Background: an optimization exercise with open tools, aiming at small area. Do not read the settings as production practice. At most, simulation tests tie the RTL to the original design; equivalence was not proved.

== run A ==
## hub75
module hub75 #(
    parameter FIFO_WIDTH = 64,
    parameter OUT_REG = 6,
    parameter CLK_SPEED = 40_000_000
) (
    input wire clk,
    input wire s_axi_valid,
    output logic s_axi_ready,
    input wire reset_n,
    input wire [FIFO_WIDTH - 1 : 0] r0_in,
    input wire [FIFO_WIDTH - 1 : 0] g0_in,
    input wire [FIFO_WIDTH - 1 : 0] b0_in,
    input wire [FIFO_WIDTH - 1 : 0] r1_in,
    input wire [FIFO_WIDTH - 1 : 0] g1_in,
    input wire [FIFO_WIDTH - 1 : 0] b1_in,
    output logic r0_out,
    output logic g0_out,
    output logic b0_out,
    output logic r1_out,
    output logic g1_out,
    output logic b1_out,
    output logic [5 - 1 : 0] addr_out,
    output logic blank,
    output logic latch_out,
    output logic clk_out
);
Settings: LEC_CHECK=0, CAP_MARGIN=20, CORE_MARGIN=2, CORE_UTILIZATION=40, SLEW_MARGIN=20; clock period 10.0 ns.
standard.sh (not shown) runs the stock make flow with config.mk's settings and CLKGATE_MAP_FILE= SYNTH_SCRIPT=/design/flow/synth_recipe.tcl, a recipe that flattens the netlist after the stock synthesis.
==> flow/flow/run.sh <==
#!/bin/bash
# Standard layout, with the smallest buffer on the ports and a leaner clock tree.
set -euo pipefail
bash standard.sh "BUFFER_PORTS_ARGS=-buffer_cell sky130_fd_sc_hd__buf_1" \
  "CTS_ARGS=-sink_clustering_enable -repair_clock_nets -buf_list {sky130_fd_sc_hd__clkbuf_8 sky130_fd_sc_hd__clkbuf_16} -sink_clustering_size 30 -sink_clustering_max_diameter 100 -dont_use_dummy_load" \
  finish > standard_flow.log 2>&1
Inputs modified between run A and run B:
--- a/flow/design.v
+++ b/flow/design.v
@@ -38,30 +38,30 @@
   logic [63:0] din [6];
   assign din[0] = r0_in;
   assign din[1] = g0_in;
   assign din[2] = b0_in;
   assign din[3] = r1_in;
   assign din[4] = g1_in;
   assign din[5] = b1_in;
-  assign tload[0] = 8'b00011111 >> addr_cnt;
-  assign tload[1] = 8'b10010010 >> addr_cnt;
-  assign tload[2] = 8'b10100001 >> addr_cnt;
-  assign tload[3] = 8'b11011000 >> addr_cnt;
-  assign tload[4] = 8'b10111110 >> addr_cnt;
-  assign tload[5] = 8'b10110110 >> addr_cnt;
-  assign tload[6] = 8'b01101100 >> addr_cnt;
-  assign tload[7] = 8'b01101001 >> addr_cnt;
-  assign tload[8] = 8'b10001101 >> addr_cnt;
-  assign tload[9] = 8'b01011010 >> addr_cnt;
-  assign tload[10] = 8'b10101001 >> addr_cnt;
-  assign tload[11] = 8'b01011110 >> addr_cnt;
-  assign tload[12] = 8'b11111011 >> addr_cnt;
-  assign tload[13] = 8'b01000100 >> addr_cnt;
+  assign tload[0] = 8'b11101000 >> addr_cnt;
+  assign tload[1] = 8'b01001010 >> addr_cnt;
+  assign tload[2] = 8'b00001010 >> addr_cnt;
+  assign tload[3] = 8'b10001000 >> addr_cnt;
+  assign tload[4] = 8'b01001100 >> addr_cnt;
+  assign tload[5] = 8'b10101010 >> addr_cnt;
+  assign tload[6] = 8'b11101000 >> addr_cnt;
+  assign tload[7] = 8'b00010110 >> addr_cnt;
+  assign tload[8] = 8'b11000100 >> addr_cnt;
+  assign tload[9] = 8'b11110010 >> addr_cnt;
+  assign tload[10] = 8'b10000110 >> addr_cnt;
+  assign tload[11] = 8'b00101100 >> addr_cnt;
+  assign tload[12] = 8'b00100010 >> addr_cnt;
+  assign tload[13] = 8'b10101010 >> addr_cnt;
   assign done = (cnt == 7'd0);
-  assign tterm = (tmr == 14'd9714);
+  assign tterm = (tmr == 14'd5077);
   assign rst_st = ~(s_axi_ready | sh | s3 | s4 | s5 | s6);
   assign ldv = s_axi_ready & s_axi_valid;
   always_ff @(posedge clk) begin
     if (reset_n == 1'b0) begin
       s_axi_ready <= 1'b0;
       ld_n <= 1'b1;
       sh <= 1'b0;
Results
Result: PASS for each of run A and run B. Looking at run A and run B, the total length of routed wires is a wash. Between run A and run B, the overall via count from detail_route does not differ in any meaningful way. Area after synthesis grows slightly when moving from run A to run B. Delta (run B minus run A): maximum fanout along the worst path picked up an extra 10%; clock slew at the register clock pins of the worst setup and hold paths essentially unchanged.
For run A, only the layout was checked, not whether the RTL still works.

[separate check: timing with driven ports]
How much do the figures lean on ideal ports? The routed layouts below were timed once more, with nothing changed but the port constraints. Step 1 assumes that a clkbuf_16 drives the clock port and a buf_2 every other input. Step 2 moves the port delays by t, midway between the first and last clock arrival at a register: inputs arrive t later, outputs are due t later. That takes back most of the time a late clock gives input paths. a / b / c = ideal ports / drivers / drivers and shift; a / b = the first two.
run | t, ns | setup slack, ns | worst data-port slew with drivers (ns)
run A | 0.552 | 6.303 / 6.253 / 6.806 | 0.09
run B | 0.543 | 6.243 / 6.194 / 6.737 | 0.09
After both steps setup and hold are still met in every run listed.
